What follows belongs to an exercise in optimizing a design on an open flow for small area; a production flow would make more cautious choices.
At most, simulation tests tie the RTL to the original design; equivalence was not proved.
Function not checked in runs 4 and 5: the RTL went through the layout flow alone.
Power and IR drop assume default switching activity.

==> flow/design.v (outline; a module is shown in full before it is edited, if it fits) <==
// module alu: 79 lines
// module execute: 69 lines
// module registers: 46 lines
// module reg_rd_wr: 85 lines
// module decode: 79 lines
// module control: 2413 lines
// module decode_control: 86 lines
// module fetch_mem_wr: 70 lines
// module cpu: 195 lines
module cpu # (
	parameter	ADDR_WIDTH = 12,
	parameter 	REG_WIDTH = 16 
	)(
	input  wire	clk,				 
	input  wire	rst,				 
	input  wire	[15:0] data_mem2cpu,		 
	output wire	[15:0] data_cpu2mem,		 
	output wire	[ADDR_WIDTH-1:0] addr_cpu2mem,	 
	output wire	mem_en, 			 
	output wire	mem_rd_en, 			 
	output wire	mem_wr_en 			 
	);
  // ...
==> flow/run.sh <==
#!/bin/bash
# synth_recipe.tcl (not shown) runs the flow's synth.tcl, then flattens the netlist and writes it again
# the make line also repeats each setting of config.mk as NAME=value (left out here)
make -C /OpenROAD-flow-scripts/flow DESIGN_CONFIG=/design/flow/config.mk WORK_HOME=/design/flow/orfs CLKGATE_MAP_FILE= SYNTH_SCRIPT=/design/flow/synth_recipe.tcl finish
==> flow/config.mk <==
export PLATFORM = sky130hd
export DESIGN_NAME = cpu
export DESIGN_NICKNAME = cpu
export VERILOG_FILES = /design/flow/design.v
export SDC_FILE = /design/flow/constraint.sdc
export NUM_CORES = 4
export LEC_CHECK = 0
export CAP_MARGIN = 20
export CORE_MARGIN = 2
export CORE_UTILIZATION = 40
export SLEW_MARGIN = 20
==> flow/constraint.sdc <==
create_clock -name core_clock -period 7.0 [get_ports {clk}]
set_input_delay 1.4000 -clock core_clock [delete_from_list [all_inputs] [get_ports {clk}]]
set_output_delay 1.4000 -clock core_clock [all_outputs]
set_load 0.01 [all_outputs]
==> flow_summary_export.csv, run 1 <==
group,metric,value,unit
drt,wire_per_inst,25.32,um
clocking,cts_made_buffers,55,
layout,final_cell_mix,"dfxtp_1 (260), edfxtp_1 (256), and2_1 (252)",
power_and_ir_drop,p_per_area,244.9,mW/mm^2
yosys,synth_edf_count,256,
yosys,synthFlopType,"dfxtp_1",
power_and_ir_drop,power-top-group,"sequential cells",
layout,ff_latch_area,0.01291,mm^2
yosys,synth_compound_area_frac,0.07798,
placed_design,pre_cts_slack,2.880,ns
global_routing,grt_max_degree,94,
hold_path,min-delay-start,"u_execute.or_1_mem2reg_sel$_SDFF_PP0_",
power_and_ir_drop,combinationalPower,684,uW
drt,drc_errors,0,
timing,fin_crit,4.050,ns
global_routing,busiest_layer,"met2",
setup_path,r2r-end,"u_execute.u_alu.or_R_alu_out[15]$_SDFF_PN0_",
layout,diodes,0,
yosys,syn_area,0.02588,mm^2
power_and_ir_drop,p_int,5.331,mW
die,die_x,258.4,um
outcome,run_status,"timing/DRC/antenna clean",
yosys,avgSynthCellArea,11.87,um^2
global_routing,use_met3,0.05673,
setup_path,cp_num_buf_inv,1,
setup_path,r2r_start,"u_reg_rd_wr.or_1_alu_in2_sel$_SDFF_PP0_",
==> module cpu, before the edit <==
module cpu # (
	parameter	ADDR_WIDTH = 12,
	parameter 	REG_WIDTH = 16 
	)(
	input  wire	clk,				 
	input  wire	rst,				 
	input  wire	[15:0] data_mem2cpu,		 
	output wire	[15:0] data_cpu2mem,		 
	output wire	[ADDR_WIDTH-1:0] addr_cpu2mem,	 
	output wire	mem_en, 			 
	output wire	mem_rd_en, 			 
	output wire	mem_wr_en 			 
	);
	wire	[15:0] 		w_16_f_d_data_mem2cpu;
	wire 	[REG_WIDTH-1:0] w_R_f_d_pcplus;
	wire	[REG_WIDTH-1:0] w_R_f_d_alu_out;
	wire			w_1_f_d_mem2reg_sel;
	wire	[3:0] 		w_4_f_d_reg_wr_addr;
	wire			w_1_f_d_reg_wr_en;
	wire			w_1_d_r_mem_addr_sel;
	wire			w_1_d_r_reg_wr_en;
	wire			w_1_d_r_mem2reg_sel;
	wire			w_1_d_r_mem_wr_en;
	wire			w_1_d_r_branch;
	wire	[4:0]		w_5_d_r_alu_control;
	wire			w_1_d_r_alu_in2_sel;
	wire	[1:0]		w_2_d_r_fwd_wr_sel;
	wire			w_1_d_r_rd1_addr_sel;
	wire			w_1_d_r_rd2_addr_sel;
	wire	[3:0]		w_4_d_r_rd1_addr_from_cu;
	wire	[3:0]		w_4_d_r_fwd_wr_addr_from_cu;
	wire	[3:0]		w_4_d_r_rd1_addr1;
	wire	[3:0]		w_4_d_r_rd2_addr1;
	wire	[3:0]		w_4_d_r_rd2_addr2;
	wire	[3:0]		w_4_d_r_reg_wr_addr;
	wire	[REG_WIDTH-1:0]	w_R_d_r_wr_data;
	wire			w_1_d_r_reg_wr_en_2;	 
	wire	[3:0]		w_4_d_r_fwd_wr_addr1;
	wire	[3:0]		w_4_d_r_fwd_wr_addr2;
	wire	[10:0]		w_11_d_r_imm;
	wire	[REG_WIDTH-1:0] w_R_d_r_pcplus;
	wire			w_1_r_e_mem_addr_sel;
	wire			w_1_r_e_reg_wr_en;
	wire			w_1_r_e_mem2reg_sel;
	wire			w_1_r_e_mem_wr_en;
	wire			w_1_r_e_branch;
	wire	[4:0]		w_5_r_e_alu_control;
	wire			w_1_r_e_alu_in2_sel;
	wire	[REG_WIDTH-1:0] w_R_r_e_rd1_data;
	wire	[REG_WIDTH-1:0] w_R_r_e_rd2_data;
	wire 	[3:0]		w_4_r_e_reg_wr_addr;	
	wire	[REG_WIDTH-1:0] w_R_r_e_sign_imm;
	wire	[REG_WIDTH-1:0] w_R_r_e_pcplus;
	wire			w_1_e_f_mem_addr_sel;
	wire			w_1_e_f_reg_wr_en;
	wire			w_1_e_f_mem2reg_sel;
	wire			w_1_e_f_mem_wr_en;
	wire			w_1_e_f_branch;
	wire			w_1_e_f_alu_zero;
	wire	[REG_WIDTH-1:0] w_R_e_f_alu_out;
	wire	[REG_WIDTH-1:0] w_R_e_f_wr_data;
	wire	[3:0]		w_4_e_f_reg_wr_addr;
	wire	[REG_WIDTH-1:0]	w_R_e_f_pc_branch;
	fetch_mem_wr #(	
	.ADDR_WIDTH(ADDR_WIDTH),
	.REG_WIDTH(REG_WIDTH))
	u_fetch_mem_wr(
	.clk(clk),
	.rst(rst),
	.o_16_data_mem2cpu	(w_16_f_d_data_mem2cpu),
	.or_R_pcplus		(w_R_f_d_pcplus),
	.or_R_alu_out		(w_R_f_d_alu_out),
	.or_1_mem2reg_sel	(w_1_f_d_mem2reg_sel),
	.or_4_reg_wr_addr	(w_4_f_d_reg_wr_addr),
	.or_1_reg_wr_en		(w_1_f_d_reg_wr_en),
	.i_1_alu_zero		(w_1_e_f_alu_zero),
	.i_R_alu_out		(w_R_e_f_alu_out),
	.i_R_wr_data		(w_R_e_f_wr_data),
	.i_4_reg_wr_addr	(w_4_e_f_reg_wr_addr),
	.i_R_pc_branch		(w_R_e_f_pc_branch),
	.i_1_mem_addr_sel	(w_1_e_f_mem_addr_sel),
	.i_1_reg_wr_en		(w_1_e_f_reg_wr_en),
	.i_1_mem2reg_sel	(w_1_e_f_mem2reg_sel),
	.i_1_mem_wr_en		(w_1_e_f_mem_wr_en),
	.i_1_branch		(w_1_e_f_branch),
	.i_16_data_mem2cpu	(data_mem2cpu),
	.o_1_mem_en		(mem_en),
	.o_1_mem_rd_en		(mem_rd_en),
	.o_1_mem_wr_en		(mem_wr_en),
	.o_16_data_cpu2mem	(data_cpu2mem),
	.o_A_addr_cpu2mem	(addr_cpu2mem)
	);
	decode_control # (
	.REG_WIDTH(REG_WIDTH))
	u_decode_control(
	.clk(clk),				 
	.rst(rst),				 
	.i_16_data_mem2cpu	(w_16_f_d_data_mem2cpu),
	.i_R_pcplus		(w_R_f_d_pcplus),
	.i_R_alu_out		(w_R_f_d_alu_out),
	.i_1_mem2reg_sel	(w_1_f_d_mem2reg_sel),
	.i_4_reg_wr_addr	(w_4_f_d_reg_wr_addr),
	.i_1_reg_wr_en		(w_1_f_d_reg_wr_en),
	.o_4_fwd_wr_addr_from_cu(w_4_d_r_fwd_wr_addr_from_cu),
	.o_4_rd1_addr_from_cu	(w_4_d_r_rd1_addr_from_cu),
	.o_1_rd1_addr_sel	(w_1_d_r_rd1_addr_sel),
	.o_1_rd2_addr_sel	(w_1_d_r_rd2_addr_sel),
	.o_2_fwd_wr_sel		(w_2_d_r_fwd_wr_sel),
	.o_1_alu_in2_sel	(w_1_d_r_alu_in2_sel),
	.o_5_alu_control	(w_5_d_r_alu_control),
	.o_1_branch		(w_1_d_r_branch),
	.o_1_mem_wr_en		(w_1_d_r_mem_wr_en),
	.o_1_mem2reg_sel	(w_1_d_r_mem2reg_sel),
	.o_1_reg_wr_en		(w_1_d_r_reg_wr_en),
	.o_1_mem_addr_sel	(w_1_d_r_mem_addr_sel),	
	.or_4_rd1_addr1		(w_4_d_r_rd1_addr1),
	.or_4_rd2_addr1		(w_4_d_r_rd2_addr1),
	.or_4_rd2_addr2		(w_4_d_r_rd2_addr2),
	.or_R_wr_data		(w_R_d_r_wr_data),
	.or_4_reg_wr_addr	(w_4_d_r_reg_wr_addr),
	.or_1_reg_wr_en		(w_1_d_r_reg_wr_en_2),
	.or_4_fwd_wr_addr1	(w_4_d_r_fwd_wr_addr1),
	.or_4_fwd_wr_addr2	(w_4_d_r_fwd_wr_addr2),
	.or_11_imm		(w_11_d_r_imm),
	.or_R_pcplus      	(w_R_d_r_pcplus)      
	);
	reg_rd_wr # (
	.REG_WIDTH(REG_WIDTH))
	u_reg_rd_wr(
	.clk(clk),				 
	.rst(rst),				 
	.i_4_fwd_wr_addr_from_cu(w_4_d_r_fwd_wr_addr_from_cu),
	.i_4_rd1_addr_from_cu	(w_4_d_r_rd1_addr_from_cu),
	.i_1_rd1_addr_sel	(w_1_d_r_rd1_addr_sel),
	.i_1_rd2_addr_sel	(w_1_d_r_rd2_addr_sel),
	.i_2_fwd_wr_sel		(w_2_d_r_fwd_wr_sel),
	.i_1_alu_in2_sel	(w_1_d_r_alu_in2_sel),
	.i_5_alu_control	(w_5_d_r_alu_control),
	.i_1_branch		(w_1_d_r_branch),
	.i_1_mem_wr_en		(w_1_d_r_mem_wr_en),
	.i_1_mem2reg_sel	(w_1_d_r_mem2reg_sel),
	.i_1_reg_wr_en		(w_1_d_r_reg_wr_en),
	.i_1_mem_addr_sel	(w_1_d_r_mem_addr_sel),
	.or_1_alu_in2_sel	(w_1_r_e_alu_in2_sel),  
	.or_5_alu_control	(w_5_r_e_alu_control),  
	.or_1_branch		(w_1_r_e_branch),       
	.or_1_mem_wr_en		(w_1_r_e_mem_wr_en),    
	.or_1_mem2reg_sel	(w_1_r_e_mem2reg_sel),  
	.or_1_reg_wr_en		(w_1_r_e_reg_wr_en),    
	.or_1_mem_addr_sel	(w_1_r_e_mem_addr_sel), 
	.i_4_rd1_addr1		(w_4_d_r_rd1_addr1),  
	.i_4_rd2_addr1		(w_4_d_r_rd2_addr1),  
	.i_4_rd2_addr2		(w_4_d_r_rd2_addr2),  
	.i_R_wr_data		(w_R_d_r_wr_data),    
	.i_4_reg_wr_addr	(w_4_d_r_reg_wr_addr),    
	.i_1_reg_wr_en_2	(w_1_d_r_reg_wr_en_2),   
	.i_4_fwd_wr_addr1	(w_4_d_r_fwd_wr_addr1),
	.i_4_fwd_wr_addr2	(w_4_d_r_fwd_wr_addr2),
	.i_11_imm		(w_11_d_r_imm),        
	.i_R_pcplus     	(w_R_d_r_pcplus),      
	.o_R_rd1_data		(w_R_r_e_rd1_data),
	.o_R_rd2_data		(w_R_r_e_rd2_data),
	.or_4_reg_wr_addr	(w_4_r_e_reg_wr_addr),
	.or_R_sign_imm		(w_R_r_e_sign_imm),
	.or_R_pcplus		(w_R_r_e_pcplus)       
);
	execute # (
	.REG_WIDTH(REG_WIDTH))
	u_execute(
	.clk(clk),
	.rst(rst),
	.i_1_alu_in2_sel	(w_1_r_e_alu_in2_sel),   
	.i_5_alu_control	(w_5_r_e_alu_control),   
	.i_1_mem_addr_sel	(w_1_r_e_mem_addr_sel),
	.i_1_reg_wr_en		(w_1_r_e_reg_wr_en),
	.i_1_mem2reg_sel	(w_1_r_e_mem2reg_sel),
	.i_1_mem_wr_en		(w_1_r_e_mem_wr_en),
	.i_1_branch		(w_1_r_e_branch),
	.i_R_rd1_data		(w_R_r_e_rd1_data),    
	.i_R_rd2_data		(w_R_r_e_rd2_data),    
	.i_4_reg_wr_addr	(w_4_r_e_reg_wr_addr),    	 
	.i_R_sign_imm		(w_R_r_e_sign_imm),
	.i_R_pcplus		(w_R_r_e_pcplus),
	.o_1_alu_zero		(w_1_e_f_alu_zero),   
	.o_R_alu_out		(w_R_e_f_alu_out),    
	.or_R_wr_data		(w_R_e_f_wr_data),    
	.or_4_reg_wr_addr	(w_4_e_f_reg_wr_addr),
	.or_R_pc_branch 	(w_R_e_f_pc_branch),  
	.or_1_mem_addr_sel	(w_1_e_f_mem_addr_sel),
	.or_1_reg_wr_en		(w_1_e_f_reg_wr_en),   
	.or_1_mem2reg_sel	(w_1_e_f_mem2reg_sel), 
	.or_1_mem_wr_en		(w_1_e_f_mem_wr_en),   
	.or_1_branch		(w_1_e_f_branch)
);
endmodule 
==> run 2: changes to the inputs <==
==> flow/design.v (replaced) <==
module cpu # (
	parameter	ADDR_WIDTH = 12,
	parameter 	REG_WIDTH = 16
	)(
	input  wire	clk,
	input  wire	rst,
	input  wire	[15:0] data_mem2cpu,
	output wire	[15:0] data_cpu2mem,
	output wire	[ADDR_WIDTH-1:0] addr_cpu2mem,
	output wire	mem_en,
	output wire	mem_rd_en,
	output wire	mem_wr_en
	);
	localparam [3:0] C_NULL  = 4'd0;
	localparam [3:0] C_ADDSP = 4'd1;
	localparam [3:0] C_SUBSP = 4'd2;
	localparam [3:0] C_MOVS  = 4'd3;
	localparam [3:0] C_MOV   = 4'd4;
	localparam [3:0] C_ADDS  = 4'd5;
	localparam [3:0] C_LDRPC = 4'd6;
	localparam [3:0] C_LDR   = 4'd7;
	localparam [3:0] C_STR   = 4'd8;
	localparam [3:0] C_BN    = 4'd9;
	localparam [3:0] C_CMP   = 4'd10;
	localparam [3:0] C_BLEN  = 4'd11;
	localparam [1:0] E_NULL = 2'b00;
	localparam [1:0] E_WR   = 2'b01;
	localparam [1:0] E_LD   = 2'b11;
	localparam [1:0] E_ST   = 2'b10;
	wire [15:0] din = {data_mem2cpu[7:0], data_mem2cpu[15:8]};
	reg  [2:0]  cnt;
	reg  [15:1] pc;
	reg  [15:1] f_pcp;		 
	reg  [15:0] f_alu;
	reg         f_m2r;		 
	reg  [3:0]  f_wa;
	reg         f_we;
	reg  [3:0]  c_op;
	reg  [10:0] wq;
	reg         dR;			 
	reg         d_we;		 
	reg  [3:0]  r_op;
	reg  [3:0]  r_wa;
	reg  [10:0] r_imm;
	reg  [15:1] r_pcp;
	reg  [15:0] rd1, rd2;
	reg  [15:0] alu;
	reg         tb;			 
	reg  [15:0] e_wd;
	reg  [3:0]  e_wa;
	reg  [15:1] e_pcb;
	reg  [1:0]  e_cls;
	reg  [15:0] rf0, rf1, rf2, rf3, rf4, rf5, rf6, rf7;
	reg  [15:0] rf8, rf9, rf10, rf11, rf12, rf13, rf14;
	wire        cnt4  = (cnt == 3'd4);
	wire [15:1] pcinc = pc + 15'd1;
	always @(posedge clk) begin
		if (rst || cnt4 || tb) cnt <= 3'd0;
		else                   cnt <= cnt + 3'd1;
		if (rst)       pc <= 15'd0;
		else if (tb)   pc <= e_pcb;
		else if (cnt4) pc <= pcinc;
		f_pcp <= pcinc;
		f_alu <= alu;
		f_m2r <= (e_cls == E_LD);
		f_wa  <= e_wa;
		f_we  <= e_cls[0];
	end
	assign addr_cpu2mem = e_cls[1] ? {1'b0, alu[11:1]} : {1'b0, pc[11:1]};
	assign data_cpu2mem = {e_wd[7:0], e_wd[15:8]};
	assign mem_en       = 1'b1;
	assign mem_wr_en    = (e_cls == E_ST);
	assign mem_rd_en    = ~mem_wr_en;
	wire        fetch = (cnt == 3'd1) && !f_m2r;
	reg  [3:0]  cls;
	always @(*) begin
		casez (din[15:10])
			6'b10101?: cls = C_ADDSP;
			6'b101100: cls = C_SUBSP;
			6'b00100?: cls = C_MOVS;
			6'b010001: cls = C_MOV;
			6'b000111: cls = C_ADDS;
			6'b01001?: cls = C_LDRPC;
			6'b01101?: cls = C_LDR;
			6'b01100?: cls = C_STR;
			6'b11100?: cls = C_BN;
			6'b00101?: cls = C_CMP;
			6'b110111: cls = C_BLEN;
			default:   cls = C_NULL;
		endcase
	end
	always @(posedge clk) begin
		c_op <= fetch ? cls : C_NULL;
		wq   <= fetch ? din[10:0] : 11'd0;
		dR   <= rst;
		d_we <= rst ? 1'b0 : f_we;
	end
	wire [15:0] wd = f_m2r ? din : f_alu;
	wire        wen = f_we && !rst;
	always @(posedge clk) begin
		if (rst) begin
			rf0 <= 16'd0; rf1 <= 16'd0; rf2 <= 16'd1; rf3 <= 16'd1;
			rf4 <= 16'd0; rf5 <= 16'd0; rf6 <= 16'd0; rf7 <= 16'd0;
			rf8 <= 16'd0; rf9 <= 16'd0; rf10 <= 16'd0; rf11 <= 16'd0;
			rf12 <= 16'd0; rf13 <= 16'h00a0; rf14 <= 16'd0;
		end else if (f_we) begin
			case (f_wa)
				4'd0:  rf0  <= wd;
				4'd1:  rf1  <= wd;
				4'd2:  rf2  <= wd;
				4'd3:  rf3  <= wd;
				4'd4:  rf4  <= wd;
				4'd5:  rf5  <= wd;
				4'd6:  rf6  <= wd;
				4'd7:  rf7  <= wd;
				4'd8:  rf8  <= wd;
				4'd9:  rf9  <= wd;
				4'd10: rf10 <= wd;
				4'd11: rf11 <= wd;
				4'd12: rf12 <= wd;
				4'd13: rf13 <= wd;
				4'd14: rf14 <= wd;
				default: ;
			endcase
		end
	end
	wire [10:0] d_imm = dR ? 11'd0 : wq;
	wire [15:0] pcv   = dR ? 16'd0 : {f_pcp, 1'b0};
	wire        c_sp  = (c_op == C_ADDSP) || (c_op == C_SUBSP);
	reg  [15:0] lo1;
	always @(*) begin
		case ((c_op == C_CMP) ? wq[10:8] : d_imm[5:3])
			3'd0: lo1 = rf0;
			3'd1: lo1 = rf1;
			3'd2: lo1 = rf2;
			3'd3: lo1 = rf3;
			3'd4: lo1 = rf4;
			3'd5: lo1 = rf5;
			3'd6: lo1 = rf6;
			default: lo1 = rf7;
		endcase
	end
	wire [15:0] v1 = c_sp ? rf13 : (c_op == C_LDRPC) ? pcv : lo1;
	wire [3:0]  a2 = (c_op == C_MOV) ? d_imm[6:3] : {1'b0, d_imm[2:0]};
	reg  [15:0] v2;
	always @(*) begin
		case (a2)
			4'd0:  v2 = rf0;
			4'd1:  v2 = rf1;
			4'd2:  v2 = rf2;
			4'd3:  v2 = rf3;
			4'd4:  v2 = rf4;
			4'd5:  v2 = rf5;
			4'd6:  v2 = rf6;
			4'd7:  v2 = rf7;
			4'd8:  v2 = rf8;
			4'd9:  v2 = rf9;
			4'd10: v2 = rf10;
			4'd11: v2 = rf11;
			4'd12: v2 = rf12;
			4'd13: v2 = rf13;
			4'd14: v2 = rf14;
			default: v2 = pcv;
		endcase
	end
	reg [3:0] wa_n;
	always @(*) begin
		case (c_op)
			C_ADDSP, C_MOVS, C_LDRPC: wa_n = {1'b0, d_imm[10:8]};
			C_SUBSP:                  wa_n = 4'd13;
			C_MOV:                    wa_n = {wq[7], wq[2:0]};
			default:                  wa_n = {1'b0, d_imm[2:0]};
		endcase
	end
	always @(posedge clk) begin
		if (!d_we) rd1 <= v1;
		if (rst)        rd2 <= 16'd0;
		else if (!d_we) rd2 <= v2;
		r_op  <= rst ? C_NULL : c_op;
		r_wa  <= wa_n;
		r_imm <= d_imm;
		r_pcp <= dR ? 15'd0 : f_pcp;
	end
	wire [10:0] b = r_imm;
	wire ldpc_c = b[1] | (b[3] & ~b[0]);
	reg  [15:0] opa, opb;
	reg         cin;
	always @(*) begin
		opa = rd1; opb = 16'd0; cin = 1'b0;
		case (r_op)
			C_ADDSP: opb = {6'd0, b[7:0], 2'b00};
			C_SUBSP: begin opb = ~{9'd0, b[4:0], 2'b00}; cin = 1'b1; end
			C_MOVS:  begin opa = 16'd0; opb = {8'd0, b[7:0]}; end
			C_MOV:   begin opa = 16'd0; opb = rd2; end
			C_ADDS:  opb = {13'd0, b[8:6]};
			C_LDRPC: opb = {6'd0, b[7:0], ldpc_c, 1'b0};
			C_LDR, C_STR: opb = {9'd0, b[10:6], 2'b00};
			C_CMP:   begin opb = {8'd0, ~b[7:0]}; cin = 1'b1; end
			default: ;
		endcase
	end
	wire [15:0] sum = opa + opb + {15'd0, cin};
	wire        ge  = sum[8] ^ rd1[8];	 
	wire        is_res = (r_op != C_NULL) && (r_op != C_BN) && (r_op != C_CMP) && (r_op != C_BLEN);
	wire        take = (r_op == C_BN) || (r_op == C_BLEN) || ((r_op == C_CMP) && ge);
	reg [14:0] tx;
	always @(*) begin
		case (r_op)
			C_CMP:   tx = 15'd0;
			C_BLEN:  tx = {7'h7f, b[7:0]};
			default: tx = {4'd0, b[10:0]};
		endcase
	end
	reg [1:0] ecls_n;
	always @(*) begin
		case (r_op)
			C_ADDSP, C_SUBSP, C_MOVS, C_MOV, C_ADDS: ecls_n = E_WR;
			C_LDRPC, C_LDR: ecls_n = E_LD;
			C_STR:          ecls_n = E_ST;
			default:        ecls_n = E_NULL;
		endcase
	end
	always @(posedge clk) begin
		alu   <= is_res ? sum : 16'd0;
		tb    <= rst ? 1'b0 : take;
		e_wd  <= rst ? 16'd0 : rd2;
		e_wa  <= r_wa;
		e_pcb <= r_pcp + tx + 15'd1;
		e_cls <= rst ? E_NULL : ecls_n;
	end
endmodule
==> flow_summary_export.csv, run 2 <==
group,metric,value,unit
outcome,run_status,"timing/DRC/antenna clean",
global_routing,grt_pass1_vias,16640,
layout,diodes,0,
timing,fin_crit,4.388,ns
setup_path,crit_arrival,4.86,ns
hold_path,holdPathEnd,"f_wa[2]$_DFF_P_",
power_and_ir_drop,p_int,4.101,mW
layout,final_common_cell,"dfxtp_1",
clocking,cts_hold_buf,0,
global_routing,grt_max_degree,166,
clocking,clockRootBuffer,"clkbuf_16",
setup_path,critPathRequiredTime,7.47,ns
layout,fin_nets,2318,
yosys,synthFlopType,"dfxtp_1",
clocking,clk_latency,0.58,ns
timing,tns,0,ns
placed_design,pre_cts_slack,2.697,ns
yosys,yosysSeqAreaShare,0.4409,
clocking,post_cts_buffers,0,
hold_path,hold_depth,0,
setup_path,crit_fanout,18,
layout,area.growth.synth_to_final,13.54,%
clocking,cts_num_sinks,432,
yosys,synthCells,2302,
setup_path,rrSetupSlack,2.61,ns
yosys,synth_top_cell_by_area,"dfxtp_1",
power_and_ir_drop,swShare,0.2346,
power_and_ir_drop,power.switching,1.257,mW
yosys,async_reset_ff_frac,0,
layout,fin_cells,2968,
yosys,ys_top_cells_by_count,"dfxtp_1 (416), nor2_1 (389), a211oi_1 (248)",
die,start_util,0.4065,
die,die_h,227.5,um
timing,finalHoldViolations,0,
placed_design,placed_cells,2879,
setup_path,r2r_start,"r_op[1]$_SDFF_PP0_",
clocking,cts_resized,0,
placed_design,io_buffers,46,
power_and_ir_drop,power_frac_clock,0.477,
global_routing,antenna_found_initial,0,
clocking,cts_made_buffers,47,
yosys,synth.net_count,2355,
global_routing,grt_pass1_wl,110600,um
yosys,synthTopCellsByArea,"dfxtp_1 (42%), a211oi_1 (9.3%), nor2_1 (7.3%)",
drt,vias,17630,
power_and_ir_drop,leakage,7.788,nW
power_and_ir_drop,total_power,5.358,mW
yosys,synth.most_common_cell,"dfxtp_1",
yosys,synth_seq_cells,432,
timing,drv_slew,0,
drt,drtPass1Iterations,6,
layout,final_cell_mix,"dfxtp_1 (415), nor2_1 (378), a211oi_1 (248)",
power_and_ir_drop,p_per_area,236.2,mW/mm^2
drt,drc_errors,0,
power_and_ir_drop,combinationalPowerShare,0.050,
placed_design,hpwl,52700,um
drt,wl,74460,um
timing,setup_slack,2.612,ns
setup_path,end_kind,"register",
setup_path,rr_worst_depth,14,
setup_path,r2r-end,"alu[14]$_SDFF_PN0_",
setup_path,critPathKind,"reg2reg",
setup_path,start_kind,"register",
yosys,synth.distinct_cells,81,
global_routing,groute.usage.overall,0.2882,
power_and_ir_drop,peakVddDrop,179.9,uV
global_routing,overflow,0,
drt,drt-initial-drc-count,2034,
flow_run,drv_cap,0,
timing,rsz0062_at_grt,"false",
timing,slew_headroom,0.2048,
layout,fin_area,0.02269,mm^2
die,dieArea,0.05175,mm^2
hold_path,min-delay-start,"e_wa[2]$_DFF_P_",
layout,layout-drive-gt1-share,0.08767,
drt,wire_per_inst,25.09,um
yosys,synth_top_area_frac,0.4168,
die,coreArea,0.04915,mm^2
placed_design,gp_congestion,1.008,
die,ioPinCount,49,
placed_design,placed_area,0.02108,mm^2
yosys,avgSynthCellArea,8.680,um^2
timing,fin_skew,0.01732,ns
hold_path,hp-class,"reg2reg",
clocking,tritoncts,"yes",
clocking,clkTransAtPathRegs,0.06,ns
yosys,synth_edf_count,16,
die,rows,81,
die,die_x,227.5,um
clocking,htree_levels,2,
yosys,syn_area,0.01998,mm^2
timing,worst_pin_slew,1.163,ns
timing,hold_slack,0.3244,ns
timing,max_freq,227.9,MHz
drt,drt-vias-per-instance,5.939,
layout,fin_util,0.4615,
drt,postRouteAntennaNets,0,
clocking,clock_path_buffers,3,
timing,setup_violations,0,
power_and_ir_drop,seqPwrFrac,0.473,
timing,finalCritPeriodShare,0.6269,
yosys,ys_warn_count,1,
run 2: cell types whose count changed in the layout (fill, tap and decap cells not counted), sizes merged, moves of 25 or more:
| cell | previous run | this run |
|---|---|---|
| a22oi | 4 | 84 |
| mux2i | 22 | 71 |
| a211oi | 29 | 250 |
| and2 | 252 | 21 |
| ha | 73 | 32 |
| dfxtp | 261 | 416 |
| o21ai | 47 | 97 |
| mux4 | 160 | 0 |
| edfxtp | 256 | 16 |
| nor2 | 117 | 391 |
| buf | 30 | 55 |
run 2: critical path, stage by stage, from the launching register on:
cell     delay [ns]
dfxtp_1        0.72
nand2_1        0.26
nor2_1         0.16
a21oi_1        0.06
nor2_1         0.73
nor2b_1        0.16
fa_1           0.46
fa_1           0.48
a21o_1         0.20
a21oi_1        0.19
o31ai_1        0.14
o31a_1         0.28
a31oi_1        0.20
xor2_1         0.18
nor2_1         0.06
run 2: logic make-up after synthesis:
| kind of cell | share of synthesized area |
|---|---|
| compound gates | 0.2459 |
| xor+xnor | 0.02236 |
| fa+ha+maj | 0.02304 |
| buf+inv | 0.04277 |
| flops | 0.4409 |
| mux | 0.04571 |
| other cells | 0.0003759 |
| simple gates | 0.1790 |
run 2: worst max-delay path by stage:
stage,startpoint,endpoint,slack (ns),cells past startpoint
after CTS,r_op[1]$_SDFF_PP0_,alu[14]$_SDFF_PN0_,2.68,14
final,r_op[1]$_SDFF_PP0_,alu[14]$_SDFF_PN0_,2.61,14
after detailed placement,r_op[1]$_SDFF_PP0_,alu[14]$_SDFF_PN0_,2.70,14
after global routing,r_op[1]$_SDFF_PP0_,alu[14]$_SDFF_PN0_,2.15,14
after floorplan,r_op[1]$_SDFF_PP0_,alu[14]$_SDFF_PN0_,3.42,16
after global placement,r_op[1]$_SDFF_PP0_,alu[14]$_SDFF_PN0_,2.66,14
run 2: power groups by stage:
stage / clock, mW / sequential [mW] / combinational (mW)
final: 2.56 / 2.53 / 0.269
after global routing: 2.70 / 2.53 / 0.283
after CTS: 2.60 / 2.53 / 0.262
after detailed placement: 0 / 2.59 / 0.261
after global placement: 0 / 2.59 / 0.259
after floorplan: 0 / 2.57 / 0.167
run 2: final cells by class:
type                            instances  area [um^2]
Multi-Input combinational cell       1653        10460
Fill cell                            4814        26470
Timing Repair Buffer                  100        883.3
Clock inverter                         14        188.9
Inverter                               31        116.4
Sequential cell                       432         8810
Clock buffer                           74         1398
Tap cell                              664        830.8
run 2: per-layer routing:
layer	track usage	wire length, um	vias up
li1	-	-	8297
met1	0.3818	32130	8398
met2	0.4604	33530	750
met3	0.05085	5557	181
met4	0.1257	3245	0
met5	0	0	-
==> run 3: changes to the inputs <==
--- a/flow/design.v
+++ b/flow/design.v
@@ -96,32 +96,29 @@
 		d_we <= rst ? 1'b0 : f_we;
 	end
-	wire [15:0] wd = f_m2r ? din : f_alu;
-	wire        wen = f_we && !rst;
-	always @(posedge clk) begin
-		if (rst) begin
-			rf0 <= 16'd0; rf1 <= 16'd0; rf2 <= 16'd1; rf3 <= 16'd1;
-			rf4 <= 16'd0; rf5 <= 16'd0; rf6 <= 16'd0; rf7 <= 16'd0;
-			rf8 <= 16'd0; rf9 <= 16'd0; rf10 <= 16'd0; rf11 <= 16'd0;
-			rf12 <= 16'd0; rf13 <= 16'h00a0; rf14 <= 16'd0;
-		end else if (f_we) begin
-			case (f_wa)
-				4'd0:  rf0  <= wd;
-				4'd1:  rf1  <= wd;
-				4'd2:  rf2  <= wd;
-				4'd3:  rf3  <= wd;
-				4'd4:  rf4  <= wd;
-				4'd5:  rf5  <= wd;
-				4'd6:  rf6  <= wd;
-				4'd7:  rf7  <= wd;
-				4'd8:  rf8  <= wd;
-				4'd9:  rf9  <= wd;
-				4'd10: rf10 <= wd;
-				4'd11: rf11 <= wd;
-				4'd12: rf12 <= wd;
-				4'd13: rf13 <= wd;
-				4'd14: rf14 <= wd;
-				default: ;
-			endcase
-		end
+	wire [15:0] wd  = f_m2r ? din : f_alu;
+	wire [15:0] wdz = wd & {16{~rst}};		 
+	wire [15:0] wd1 = {wdz[15:1], wd[0] | rst};	 
+	wire [15:0] wda = {wdz[15:8], wd[7] | rst, wdz[6], wd[5] | rst, wdz[4:0]};	 
+	wire [14:0] wsel;
+	genvar gi;
+	generate for (gi = 0; gi < 15; gi = gi + 1) begin : g_we
+		assign wsel[gi] = rst | (f_we & (f_wa == gi));
+	end endgenerate
+	always @(posedge clk) begin
+		if (wsel[0])  rf0  <= wdz;
+		if (wsel[1])  rf1  <= wdz;
+		if (wsel[2])  rf2  <= wd1;
+		if (wsel[3])  rf3  <= wd1;
+		if (wsel[4])  rf4  <= wdz;
+		if (wsel[5])  rf5  <= wdz;
+		if (wsel[6])  rf6  <= wdz;
+		if (wsel[7])  rf7  <= wdz;
+		if (wsel[8])  rf8  <= wdz;
+		if (wsel[9])  rf9  <= wdz;
+		if (wsel[10]) rf10 <= wdz;
+		if (wsel[11]) rf11 <= wdz;
+		if (wsel[12]) rf12 <= wdz;
+		if (wsel[13]) rf13 <= wda;
+		if (wsel[14]) rf14 <= wdz;
 	end
 	wire [10:0] d_imm = dR ? 11'd0 : wq;
==> flow_summary_export.csv, run 3 <==
group,metric,value,unit
die,ioPinCount,49,
setup_path,worst-path-stages,14,
clocking,cts_made_buffers,45,
global_routing,grt_max_degree,61,
global_routing,grt_pass1_wl,93380,um
clocking,cts_hold_buf,0,
hold_path,hp-class,"reg2reg",
die,die_h,220.4,um
clocking,post_cts_buffers,0,
clocking,clk_latency,0.60,ns
timing,max_freq,218.8,MHz
layout,final_cell_mix,"edfxtp_1 (256), dfxtp_1 (176), nor2_1 (117)",
layout,area.growth.synth_to_final,15.12,%
timing,finalHoldViolations,0,
setup_path,start_kind,"register",
clocking,cts_num_sinks,432,
timing,fin_crit,4.571,ns
global_routing,groute.usage.overall,0.2662,
drt,drc_errors,0,
die,coreArea,0.04636,mm^2
yosys,synth_top_cell_by_area,"edfxtp_1",
drt,wl,63830,um
timing,slew_headroom,0.1409,
yosys,synthCells,1624,
setup_path,end_kind,"register",
die,die_x,220.4,um
timing,fin_skew,0.02522,ns
timing,finalCritPeriodShare,0.6530,
timing,setup_violations,0,
yosys,async_reset_ff_frac,0,
placed_design,hpwl,43960,um
die,dieArea,0.04857,mm^2
die,start_util,0.4040,
power_and_ir_drop,leakage,7.914,nW
drt,drt-initial-drc-count,2102,
power_and_ir_drop,p_per_area,263.0,mW/mm^2
clocking,clockRootBuffer,"clkbuf_16",
power_and_ir_drop,peakVddDrop,174.6,uV
yosys,synth_top_area_frac,0.4104,
clocking,clkTransAtPathRegs,0.06,ns
yosys,synth_edf_count,256,
clocking,cts_resized,0,
outcome,run_status,"timing/DRC/antenna clean",
yosys,synth_seq_cells,432,
clocking,clock_path_buffers,3,
global_routing,overflow,0,
setup_path,crit_family,"simple AND/OR/NAND/NOR gates",
layout,final_common_cell,"edfxtp_1",
yosys,synthTopCellsByArea,"edfxtp_1 (41%), dfxtp_1 (19%), a22oi_1 (3.2%)",
placed_design,gp_congestion,0.9587,
global_routing,grt_pass1_vias,13510,
setup_path,cp_num_buf_inv,0,
yosys,synth.distinct_cells,77,
setup_path,path_cells,"nand2_1 > nor2_1 > a21oi_1 > nor2_1 > nor2b_1 > fa_1 > fa_1 > a21o_1 > a21boi_0 > o21ai_0 > a31oi_1 > xnor3_1 > a21oi_1 > nor3_1",
yosys,synthFlopType,"edfxtp_1",
global_routing,antenna_found_initial,1,
setup_path,slowest_stage,"dfxtp_1",
drt,postRouteAntennaNets,0,
setup_path,rr_worst_depth,14,
setup_path,critPathKind,"reg2reg",
drt,vias,13960,
layout,nFillCells,4229,
yosys,syn_area,0.01873,mm^2
drt,drtPass1Iterations,9,
layout,layout-drive-gt1-share,0.1062,
yosys,synth.most_common_cell,"edfxtp_1",
timing,rsz0062_at_grt,"false",
yosys,synth.net_count,1677,
flow_run,drv_cap,0,
setup_path,crit_fanout,20,
yosys,ys_warn_count,1,
die,rows,79,
timing,worst_pin_slew,1.284,ns
hold_path,hold_depth,0,
drt,wire_per_inst,27.59,um
setup_path,critPathRequiredTime,7.44,ns
clocking,tritoncts,"yes",
layout,fin_util,0.4651,
yosys,ys_top_cells_by_count,"edfxtp_1 (256), dfxtp_1 (176), nor2_1 (127)",
yosys,avgSynthCellArea,11.53,um^2
setup_path,cpPeakStageDelay,0.80,ns
setup_path,crit_arrival,5.01,ns
clocking,htree_levels,2,
timing,tns,0,ns
layout,fin_nets,1721,
placed_design,io_buffers,46,
drt,drt-vias-per-instance,6.035,
yosys,yosysSeqAreaShare,0.5985,
timing,drv_slew,0,
==> run 3: cell types whose count changed in the layout (fill, tap and decap cells not counted), sizes merged, moves of 11 or more <==
cell    delta
a222oi    +17
o21ai     -11
a21oi     -53
nor2     -264
mux2i     -39
edfxtp   +240
a211oi   -232
dfxtp    -240
o22ai     -13
clkinv    +12
clkbuf    -17
o211ai    +14
nand3     +16
==> run 3: layer usage <==
layer | GRT usage | routed length (um) | up-vias
met5 | 0 | 18 | -
met4 | 0.1004 | 2631 | 2
met3 | 0.05828 | 5990 | 144
met2 | 0.4134 | 28340 | 771
met1 | 0.3649 | 26840 | 6813
li1 | - | - | 6230
==> run 3: area by class of cell <==
class,count,area [um^2],share of cell area
multi-input cells,1065,7196,0.3337
diodes,1,2.502,0.0001160
clock buffers,57,1192,0.05530
well taps,607,759.5,0.03522
clock inverters,27,289.0,0.01340
flip-flops and latches,432,11210,0.5199
inverters,34,127.6,0.005919
repair buffers,90,785.8,0.03644
==> run 3: cell families (layout without fill, tap and decap cells) <==
logic type               count (synthesis)  count (layout)  share of synthesized area
flip-flops                             432             432                     0.5985
other                                    2               3                  0.0004010
AND/OR/NAND/NOR                        510             510                     0.1397
adder cells (fa/ha/maj)                 35              35                    0.02458
AO/OA/AOI/OAI                          423             423                     0.1587
XOR/XNOR                                46              46                    0.02224
multiplexers                            49              49                    0.02772
buffers and inverters                  127             208                    0.02819
==> run 3: power by group <==
part | leakage, nW | internal (mW) | total, mW | switching [mW]
Combinational | 3.10 | 0.128 | 0.367 | 0.238
Sequential | 4.09 | 2.80 | 2.88 | 0.0827
Clock | 0.725 | 1.40 | 2.43 | 1.02
Total | 7.91 | 4.33 | 5.67 | 1.35
==> run 3: worst paths after layout <==
check	slack (ns)	from	end
worst min register to register	0.33	alu[15]$_SDFF_PN0_	f_alu[15]$_DFF_P_
worst max register to register	2.43	r_op[1]$_SDFF_PP0_	tb$_SDFF_PP0_
worst min-delay path	0.33	alu[15]$_SDFF_PN0_	f_alu[15]$_DFF_P_
worst max-delay path	2.43	r_op[1]$_SDFF_PP0_	tb$_SDFF_PP0_
==> run 3: metrics by stage <==
step           hold slack (ns)  instances  area [um^2]  power [mW]  setup slack [ns]
6_report                0.3282       2313        21560       5.672             2.429
5_1_grt                 0.3356       2312        21560       5.838             2.040
4_1_cts                 0.3298       2312        21530       5.700             2.500
3_5_place_dp            0.3151       2228        20050       3.287             2.498
3_3_place_gp            0.3144       2227        20030       3.286             2.518
2_1_floorplan           0.3096       1624        18730       3.103             3.409
==> run 4: changes to the inputs <==
--- a/flow/design.v
+++ b/flow/design.v
@@ -40,14 +40,13 @@
 	reg         dR;			 
 	reg         d_we;		 
-	reg  [3:0]  r_op;
+	reg  [15:0] r_res;
+	reg         r_take;
 	reg  [3:0]  r_wa;
-	reg  [10:0] r_imm;
-	reg  [15:1] r_pcp;
-	reg  [15:0] rd1, rd2;
+	reg  [1:0]  r_cls;
+	reg  [15:0] rd2;
 	reg  [15:0] alu;
 	reg         tb;			 
 	reg  [15:0] e_wd;
 	reg  [3:0]  e_wa;
-	reg  [15:1] e_pcb;
 	reg  [1:0]  e_cls;
 	reg  [15:0] rf0, rf1, rf2, rf3, rf4, rf5, rf6, rf7;
@@ -59,5 +58,5 @@
 		else                   cnt <= cnt + 3'd1;
 		if (rst)       pc <= 15'd0;
-		else if (tb)   pc <= e_pcb;
+		else if (tb)   pc <= alu[15:1];
 		else if (cnt4) pc <= pcinc;
 		f_pcp <= pcinc;
@@ -122,6 +121,7 @@
 		if (wsel[14]) rf14 <= wdz;
 	end
+	wire        c_mov = (c_op == C_MOV);
 	wire [10:0] d_imm = dR ? 11'd0 : wq;
-	wire [15:0] pcv   = dR ? 16'd0 : {f_pcp, 1'b0};
+	wire [15:1] pcp   = dR ? 15'd0 : f_pcp;
 	wire        c_sp  = (c_op == C_ADDSP) || (c_op == C_SUBSP);
 	reg  [15:0] lo1;
@@ -138,27 +138,37 @@
 		endcase
 	end
-	wire [15:0] v1 = c_sp ? rf13 : (c_op == C_LDRPC) ? pcv : lo1;
-	wire [3:0]  a2 = (c_op == C_MOV) ? d_imm[6:3] : {1'b0, d_imm[2:0]};
+	wire        ge = (lo1[7:0] >= d_imm[7:0]);	 
+	wire [3:0]  a2 = c_mov ? d_imm[6:3] : {1'b0, d_imm[2:0]};
+	wire [255:0] rfa = {{pcp,1'b0}, rf14, rf13, rf12, rf11, rf10, rf9, rf8, rf7, rf6, rf5, rf4, rf3, rf2, rf1, rf0};
 	reg  [15:0] v2;
-	always @(*) begin
-		case (a2)
-			4'd0:  v2 = rf0;
-			4'd1:  v2 = rf1;
-			4'd2:  v2 = rf2;
-			4'd3:  v2 = rf3;
-			4'd4:  v2 = rf4;
-			4'd5:  v2 = rf5;
-			4'd6:  v2 = rf6;
-			4'd7:  v2 = rf7;
-			4'd8:  v2 = rf8;
-			4'd9:  v2 = rf9;
-			4'd10: v2 = rf10;
-			4'd11: v2 = rf11;
-			4'd12: v2 = rf12;
-			4'd13: v2 = rf13;
-			4'd14: v2 = rf14;
-			default: v2 = pcv;
-		endcase
-	end
+	integer k;
+	always @(*) begin
+		v2 = 16'd0;
+		for (k = 0; k < 16; k = k + 1)
+			v2 = v2 | (rfa[k*16 +: 16] & {16{a2 == k}});
+	end
+	wire [15:0] rd2_n = d_we ? rd2 : v2;	 
+	wire [10:0] b = d_imm;
+	wire ldpc_c = b[1] | (b[3] & ~b[0]);
+	reg  [15:0] opa, opb;
+	reg         cin;
+	always @(*) begin
+		opa = lo1; opb = 16'd0; cin = 1'b0;
+		case (c_op)
+			C_ADDSP: begin opa = rf13; opb = {6'd0, b[7:0], 2'b00}; end
+			C_SUBSP: begin opa = rf13; opb = ~{9'd0, b[4:0], 2'b00}; cin = 1'b1; end
+			C_MOVS:  begin opa = 16'd0; opb = {8'd0, b[7:0]}; end
+			C_MOV:   begin opa = 16'd0; opb = rd2_n; end
+			C_ADDS:  opb = {13'd0, b[8:6]};
+			C_LDRPC: begin opa = {pcp, 1'b0}; opb = {6'd0, b[7:0], ldpc_c, 1'b0}; end
+			C_LDR, C_STR: opb = {9'd0, b[10:6], 2'b00};
+			C_BN:    begin opa = {pcp, 1'b0}; opb = {4'd0, b[10:0], 1'b1}; cin = 1'b1; end
+			C_BLEN:  begin opa = {pcp, 1'b0}; opb = {7'h7f, b[7:0], 1'b1}; cin = 1'b1; end
+			C_CMP:   begin opa = {pcp, 1'b0}; opb = 16'd1; cin = 1'b1; end
+			default: ;
+		endcase
+	end
+	wire [15:0] sum  = opa + opb + {15'd0, cin};
+	wire        take = (c_op == C_BN) || (c_op == C_BLEN) || ((c_op == C_CMP) && ge);
 	reg [3:0] wa_n;
 	always @(*) begin
@@ -170,46 +180,7 @@
 		endcase
 	end
-	always @(posedge clk) begin
-		if (!d_we) rd1 <= v1;
-		if (rst)        rd2 <= 16'd0;
-		else if (!d_we) rd2 <= v2;
-		r_op  <= rst ? C_NULL : c_op;
-		r_wa  <= wa_n;
-		r_imm <= d_imm;
-		r_pcp <= dR ? 15'd0 : f_pcp;
-	end
-	wire [10:0] b = r_imm;
-	wire ldpc_c = b[1] | (b[3] & ~b[0]);
-	reg  [15:0] opa, opb;
-	reg         cin;
-	always @(*) begin
-		opa = rd1; opb = 16'd0; cin = 1'b0;
-		case (r_op)
-			C_ADDSP: opb = {6'd0, b[7:0], 2'b00};
-			C_SUBSP: begin opb = ~{9'd0, b[4:0], 2'b00}; cin = 1'b1; end
-			C_MOVS:  begin opa = 16'd0; opb = {8'd0, b[7:0]}; end
-			C_MOV:   begin opa = 16'd0; opb = rd2; end
-			C_ADDS:  opb = {13'd0, b[8:6]};
-			C_LDRPC: opb = {6'd0, b[7:0], ldpc_c, 1'b0};
-			C_LDR, C_STR: opb = {9'd0, b[10:6], 2'b00};
-			C_CMP:   begin opb = {8'd0, ~b[7:0]}; cin = 1'b1; end
-			default: ;
-		endcase
-	end
-	wire [15:0] sum = opa + opb + {15'd0, cin};
-	wire        ge  = sum[8] ^ rd1[8];	 
-	wire        is_res = (r_op != C_NULL) && (r_op != C_BN) && (r_op != C_CMP) && (r_op != C_BLEN);
-	wire        take = (r_op == C_BN) || (r_op == C_BLEN) || ((r_op == C_CMP) && ge);
-	reg [14:0] tx;
-	always @(*) begin
-		case (r_op)
-			C_CMP:   tx = 15'd0;
-			C_BLEN:  tx = {7'h7f, b[7:0]};
-			default: tx = {4'd0, b[10:0]};
-		endcase
-	end
 	reg [1:0] ecls_n;
 	always @(*) begin
-		case (r_op)
+		case (c_op)
 			C_ADDSP, C_SUBSP, C_MOVS, C_MOV, C_ADDS: ecls_n = E_WR;
 			C_LDRPC, C_LDR: ecls_n = E_LD;
@@ -219,10 +190,16 @@
 	end
 	always @(posedge clk) begin
-		alu   <= is_res ? sum : 16'd0;
-		tb    <= rst ? 1'b0 : take;
+		rd2   <= rst ? 16'd0 : rd2_n;
+		r_res <= sum;
+		r_take <= rst ? 1'b0 : take;
+		r_wa  <= wa_n;
+		r_cls <= rst ? E_NULL : ecls_n;
+	end
+	always @(posedge clk) begin
+		alu   <= r_res;
+		tb    <= rst ? 1'b0 : r_take;
 		e_wd  <= rst ? 16'd0 : rd2;
 		e_wa  <= r_wa;
-		e_pcb <= r_pcp + tx + 15'd1;
-		e_cls <= rst ? E_NULL : ecls_n;
+		e_cls <= rst ? E_NULL : r_cls;
 	end
 endmodule
--- a/flow/config.mk
+++ b/flow/config.mk
@@ -8,4 +8,8 @@
 export CAP_MARGIN = 20
 export CORE_MARGIN = 2
-export CORE_UTILIZATION = 40
+export CORE_UTILIZATION = 55
+export CTS_BUF_LIST = sky130_fd_sc_hd__clkbuf_16
+export CTS_CLUSTER_DIAMETER = 100
+export CTS_CLUSTER_SIZE = 30
+export PLACE_DENSITY = 0.7
 export SLEW_MARGIN = 20
==> flow_summary_export.csv, run 4 <==
group,metric,value,unit
outcome,run_status,"timing/DRC/antenna clean",
drt,wl,60210,um
die,start_util,0.5621,
setup_path,critPathKind,"reg2reg",
global_routing,overflow,0,
drt,drc_errors,0,
timing,finalCritPeriodShare,0.8806,
clocking,clockRootBuffer,"clkbuf_16",
power_and_ir_drop,power.switching,1.319,mW
clocking,cts_made_buffers,17,
yosys,ys_top_cells_by_count,"edfxtp_1 (240), dfxtp_1 (150), nand2_1 (133)",
die,dieArea,0.03294,mm^2
power_and_ir_drop,combinationalPowerShare,0.138,
die,ioPinCount,49,
layout,fin_util,0.6147,
drt,drt-initial-drc-count,2356,
yosys,synth_edf_count,240,
clocking,cts_hold_buf,0,
layout,fin_nets,1610,
power_and_ir_drop,p_int,3.438,mW
clocking,clkTransAtPathRegs,0.11,ns
timing,fin_crit,6.164,ns
timing,max_freq,162.2,MHz
setup_path,critPathRequiredTime,7.43,ns
drt,drt-vias-per-instance,6.883,
yosys,synth_seq_cells,390,
placed_design,io_buffers,46,
timing,hold_slack,0.3378,ns
die,rows,64,
die,die_h,181.5,um
power_and_ir_drop,seqPwrFrac,0.612,
setup_path,crit_fanout,25,
power_and_ir_drop,total_power,4.757,mW
layout,final_cell_mix,"edfxtp_1 (240), dfxtp_1 (149), nand2_1 (132)",
placed_design,placed_area,0.01844,mm^2
yosys,synth_top_area_frac,0.4159,
layout,fin_cells,1973,
placed_design,pre_cts_slack,1.029,ns
layout,layout-drive-gt1-share,0.09137,
yosys,avgSynthCellArea,11.30,um^2
global_routing,grt_max_degree,56,
timing,rsz0062_at_grt,"false",
placed_design,gp_congestion,0.9864,
yosys,syn_area,0.01733,mm^2
clocking,post_cts_buffers,0,
power_and_ir_drop,swShare,0.2773,
clocking,cts_num_sinks,390,
timing,tns,0,ns
drt,postRouteAntennaNets,0,
global_routing,groute.usage.overall,0.3623,
yosys,yosysSeqAreaShare,0.5892,
clocking,cts_resized,0,
die,coreArea,0.03083,mm^2
yosys,synthCells,1533,
yosys,synthTopCellsByArea,"edfxtp_1 (42%), dfxtp_1 (17%), nand2_1 (2.9%)",
timing,finalHoldViolations,0,
yosys,synth_top_cell_by_area,"edfxtp_1",
setup_path,end_kind,"register",
placed_design,hpwl,42440,um
power_and_ir_drop,leakage,6.866,nW
global_routing,antenna_found_initial,2,
die,die_x,181.5,um
layout,fin_area,0.01895,mm^2
power_and_ir_drop,p_per_area,251.0,mW/mm^2
clocking,clk_latency,0.55,ns
clocking,tritoncts,"yes",
global_routing,grt_pass1_wl,86440,um
clocking,htree_levels,1,
power_and_ir_drop,peakVddDrop,221.3,uV
drt,wire_per_inst,30.52,um
timing,worst_pin_slew,1.204,ns
layout,nFillCells,2534,
placed_design,placed_cells,1942,
drt,drtPass1Iterations,6,
global_routing,grt_pass1_vias,12690,
clocking,clock_path_buffers,3,
yosys,synth.most_common_cell,"edfxtp_1",
flow_run,drv_cap,0,
timing,setup_slack,0.8360,ns
yosys,ys_warn_count,1,
layout,final_common_cell,"edfxtp_1",
power_and_ir_drop,power_frac_clock,0.249,
timing,drv_slew,0,
layout,area.growth.synth_to_final,9.358,%
timing,slew_headroom,0.1954,
timing,fin_skew,0.02927,ns
yosys,synth.net_count,1578,
yosys,synthFlopType,"edfxtp_1",
yosys,synth.distinct_cells,88,
hold_path,hp-class,"reg2reg",
yosys,async_reset_ff_frac,0,
drt,vias,13580,
setup_path,crit_arrival,6.60,ns
setup_path,start_kind,"register",
timing,setup_violations,0,
-- run 4: kinds of logic after synthesis --
| logic type | share of synthesized area |
|---|---|
| AOI/OAI and AO/OA | 0.1669 |
| and+or+nand+nor | 0.1387 |
| buffers and inverters | 0.03256 |
| xor gates and xnor gates | 0.01921 |
| other | 0.0004334 |
| muxes | 0.03264 |
| adders and majority gates | 0.02036 |
| DFF | 0.5892 |
-- run 4: power groups by stage --
| stage | Combinational (mW) | Clock (mW) | Sequential, mW |
|---|---|---|---|
| 2_1_floorplan | 0.378 | 0 | 2.88 |
| 3_3_place_gp | 0.632 | 0 | 2.96 |
| 3_5_place_dp | 0.636 | 0 | 2.95 |
| 4_1_cts | 0.638 | 1.19 | 2.91 |
| 5_1_grt | 0.691 | 1.27 | 2.93 |
| 6_report | 0.657 | 1.19 | 2.91 |
-- run 4: worst paths after layout --
kind                      start           endpoint  slack [ns]  cells past startpoint
max          c_op[3]$_SDFF_PN0_  r_res[14]$_DFF_P_        0.84                     16
min            r_res[9]$_DFF_P_     alu[9]$_DFF_P_        0.34                      0
max reg2reg  c_op[3]$_SDFF_PN0_  r_res[14]$_DFF_P_        0.84                     16
min reg2reg    r_res[9]$_DFF_P_     alu[9]$_DFF_P_        0.34                      0
-- run 4: layout make-up --
cell class | count | area (um^2) | share of cell area
Clock inverter | 13 | 80.08 | 0.004226
Tap cell | 396 | 495.5 | 0.02615
Inverter | 39 | 146.4 | 0.007725
Multi-Input combinational cell | 1008 | 6661 | 0.3515
Antenna cell | 1 | 2.502 | 0.0001320
Clock buffer | 17 | 425.4 | 0.02245
Timing Repair Buffer | 109 | 928.4 | 0.04899
Sequential cell | 390 | 10210 | 0.5388
-- run 4: layer usage --
metal / track usage / vias to the layer above / wire length (um)
li1: - / 5852 / -
met1: 0.5274 / 6568 / 24340
met2: 0.5327 / 987 / 25710
met3: 0.06037 / 173 / 6914
met4: 0.1685 / 0 / 3245
met5: 0 / - / 0
-- run 4: worst max-delay path, cell delays in order (launching register included) --
cell	delay (ns)
dfxtp_1	0.58
or4b_4	0.84
or3_4	0.44
o22ai_2	0.79
a22oi_1	0.22
and3_1	0.23
a32oi_1	0.44
a211oi_1	0.18
fa_1	0.50
fa_1	0.48
nor2b_1	0.13
o21a_1	0.15
o21a_1	0.16
o211ai_1	0.11
a21oi_1	0.24
o31ai_1	0.18
o311ai_0	0.36
==> run 5: changes to the inputs <==
--- a/flow/config.mk
+++ b/flow/config.mk
@@ -10,6 +10,8 @@
 export CORE_UTILIZATION = 55
 export CTS_BUF_LIST = sky130_fd_sc_hd__clkbuf_16
-export CTS_CLUSTER_DIAMETER = 100
-export CTS_CLUSTER_SIZE = 30
+export CTS_CLUSTER_DIAMETER = 80
+export CTS_CLUSTER_SIZE = 24
+export GPL_ROUTABILITY_DRIVEN = 0
+export GPL_TIMING_DRIVEN = 0
 export PLACE_DENSITY = 0.7
 export SLEW_MARGIN = 20
==> flow_summary_export.csv, run 5 <==
group,metric,value,unit
layout,fin_cells,2021,
drt,drtPass1Iterations,13,
layout,area.growth.synth_to_final,10.84,%
yosys,synthFlopType,"edfxtp_1",
yosys,synth.distinct_cells,88,
clocking,cts_resized,0,
yosys,yosysSeqAreaShare,0.5892,
drt,wl,60950,um
yosys,synth.net_count,1578,
clocking,clkTransAtPathRegs,0.09,ns
yosys,ys_top_cells_by_count,"edfxtp_1 (240), dfxtp_1 (150), nand2_1 (133)",
setup_path,start_kind,"register",
global_routing,overflow,0,
yosys,synth_xor_area_frac,0.01921,
yosys,synth_seq_cells,390,
clocking,clock_path_buffers,3,
yosys,synth.area.mux_share,0.03264,
setup_path,critPathKind,"reg2reg",
global_routing,groute.usage.overall,0.3634,
die,dieArea,0.03294,mm^2
yosys,synthTopCellsByArea,"edfxtp_1 (42%), dfxtp_1 (17%), nand2_1 (2.9%)",
yosys,synth_top_area_frac,0.4159,
clocking,post_cts_buffers,0,
timing,fin_skew,0.01347,ns
drt,drt-vias-per-instance,7.042,
flow_run,drv_cap,0,
global_routing,busiest_layer,"met2",
yosys,ys_warn_count,1,
setup_path,end_kind,"register",
layout,final_common_cell,"edfxtp_1",
clocking,cts_made_buffers,21,
hold_path,min-delay-start,"r_wa[0]$_DFF_P_",
power_and_ir_drop,p_per_area,255.0,mW/mm^2
placed_design,hpwl,43990,um
yosys,synth-adder-area-share,0.02036,
layout,diodes,0,
setup_path,crit_fanout,10,
die,rows,64,
die,coreArea,0.03083,mm^2
global_routing,grt_pass1_wl,86930,um
power_and_ir_drop,leakage,6.923,nW
power_and_ir_drop,power_frac_clock,0.274,
power_and_ir_drop,swShare,0.2778,
yosys,synthCells,1533,
global_routing,use_met3,0.09667,
timing,finalHoldViolations,0,
timing,rsz0062_at_grt,"false",
outcome,run_status,"timing/DRC/antenna clean",
timing,hold_slack,0.3332,ns
timing,max_freq,147.9,MHz
yosys,synth_edf_count,240,
global_routing,grt_pass1_vias,12920,
global_routing,antenna_found_initial,3,
power_and_ir_drop,seqPwrFrac,0.590,
drt,drc_errors,0,
setup_path,crit_arrival,7.21,ns
clocking,htree_levels,1,
power_and_ir_drop,peakVddDrop,252.4,uV
yosys,syn_area,0.01733,mm^2
die,die_h,181.5,um
power_and_ir_drop,power.switching,1.361,mW
yosys,synth_top_family_by_area,"compound AO/OA/AOI/OAI gates",
clocking,clockRootBuffer,"clkbuf_16",
timing,fin_crit,6.760,ns
clocking,clk_latency,0.56,ns
clocking,cts_num_sinks,390,
layout,final_cell_mix,"edfxtp_1 (240), dfxtp_1 (150), nand2_1 (131)",
timing,slew_headroom,0.1769,
timing,drv_slew,0,
setup_path,rrSetupSlack,0.24,ns
layout,ff_latch_area,0.01021,mm^2
timing,finalCritPeriodShare,0.9657,
drt,wire_per_inst,30.16,um
yosys,synth.most_common_cell,"edfxtp_1",
yosys,async_reset_ff_frac,0,
timing,setup_violations,0,
yosys,synth-simple-area-share,0.1387,
die,ioPinCount,49,
yosys,avgSynthCellArea,11.30,um^2
layout,multi_input_area,0.006710,mm^2
power_and_ir_drop,combinationalPowerShare,0.136,
layout,fin_nets,1655,
drt,vias,14230,
hold_path,hold_depth,0,
hold_path,hp-class,"reg2reg",
drt,postRouteAntennaNets,0,
die,start_util,0.5621,
global_routing,grt_max_degree,26,
placed_design,io_buffers,45,
setup_path,startpoint,"c_op[3]$_SDFF_PN0_",
layout,layout-drive-gt1-share,0.07262,
global_routing,use_met1,0.5043,
layout,nFillCells,2481,
die,die_x,181.5,um
drt,drt-initial-drc-count,2832,
clocking,tritoncts,"yes",
timing,tns,0,ns
setup_path,critPathRequiredTime,7.45,ns
placed_design,placed_cells,1983,
power_and_ir_drop,p_int,3.537,mW
yosys,synth_compound_area_frac,0.1669,
setup_path,r2r_start,"c_op[3]$_SDFF_PN0_",
timing,worst_pin_slew,1.225,ns
setup_path,rr_worst_depth,18,
global_routing,use_met2,0.5378,
yosys,synth_top_cell_by_area,"edfxtp_1",
clocking,cts_hold_buf,0,
==> run 5: worst paths after layout <==
kind,endpoint
max,r_res[14]$_DFF_P_
min,e_wa[0]$_DFF_P_
max reg2reg,r_res[14]$_DFF_P_
min reg2reg,e_wa[0]$_DFF_P_
==> run 5: power by group through the flow <==
stage	clock, mW	sequential, mW	combinational [mW]
global route	1.41	2.91	0.700
CTS	1.33	2.88	0.637
global placement	0	2.93	0.605
floorplan	0	2.88	0.378
detailed placement	0	2.93	0.634
finish	1.34	2.89	0.668
==> run 5: layout make-up <==
type / count / area share
clock inverters: 17 / 0.005341
well taps: 396 / 0.02579
multi-input cells: 1008 / 0.3493
clock buffers: 21 / 0.02736
repair buffers: 54 / 0.03120
plain buffers: 96 / 0.02182
inverters: 39 / 0.007621
flip-flops and latches: 390 / 0.5315
==> run 5: cell families after synthesis <==
kind of cell	count (synthesis)
mux	54
fa+ha+maj	27
xor+xnor	38
other cells	2
flops	390
buf+inv	135
simple gates	480
compound gates	407
==> run 5: metrics by stage <==
| stage | worst slack [ns] | instance area [um^2] | power (mW) | utilization |
|---|---|---|---|---|
| after global routing | 0.003752 | 19210 | 5.017 | 0.6231 |
| after floorplan | 2.524 | 17330 | 3.259 | - |
| final | 0.2400 | 19210 | 4.897 | 0.6231 |
| after CTS | 0.6090 | 19200 | 4.851 | 0.6228 |
| after detailed placement | 0.6470 | 18570 | 3.566 | 0.6024 |
| after global placement | 0.7214 | 18280 | 3.536 | 0.5928 |
==> run 5: worst max-delay path, cell delays in order, from the launching register on <==
cell and delay (ns):
dfxtp_1 0.34, buf_2 0.20, nor4b_4 0.73, o21ai_0 0.42, o21ai_0 0.83, buf_2 0.49, a221oi_1 0.16, and3_1 0.22
a32oi_1 0.64, a211oi_1 0.21, fa_1 0.49, fa_1 0.48, nor2b_1 0.13, o21a_1 0.16, o21a_1 0.16, o211ai_1 0.12
a21oi_1 0.29, o31ai_1 0.22, o311ai_0 0.34
==> run 5: per-layer routing <==
metal,vias up,part of all wire
met3,258,0.14
li1,5963,-
met1,6850,0.38
met4,2,0.058
met5,-,0.00018
met2,1159,0.42

separate check: timing with driven ports:
How much do the figures lean on ideal ports? The routed layouts below were timed once more, with nothing changed but the port constraints. Step 1 (the two cells are an assumption about what drives the block):
set clk [get_ports {clk}]
set_driving_cell -lib_cell sky130_fd_sc_hd__clkbuf_16 $clk
set_driving_cell -lib_cell sky130_fd_sc_hd__buf_2 [delete_from_list [all_inputs] $clk]
Step 2 moves the port delays by t, midway between the first and last clock arrival at a register: inputs arrive t later, outputs are due t later. That takes back most of the time a late clock gives input paths. a / b / c = ideal ports / drivers / drivers and shift; a / b = the first two.
run	t (ns)	slack for setup (ns)	clock arrival spread, ns	worst data-port slew with drivers (ns)
run 1	0.676	2.950 / 2.950 / 2.854	0.022 / 0.022	0.04
run 2	0.635	2.612 / 2.612 / 2.612	0.019 / 0.019	0.05
run 3	0.643	2.429 / 2.429 / 2.429	0.029 / 0.029	0.04
run 4	0.593	0.836 / 0.836 / 0.836	0.030 / 0.029	0.05
run 5	0.609	0.240 / 0.240 / 0.240	0.013 / 0.014	0.03
After both steps setup and hold are still met in every run listed. For run 1, which loses most, drivers alone change the setup slack by 0.000 ns; drivers and shift together by -0.096 ns.
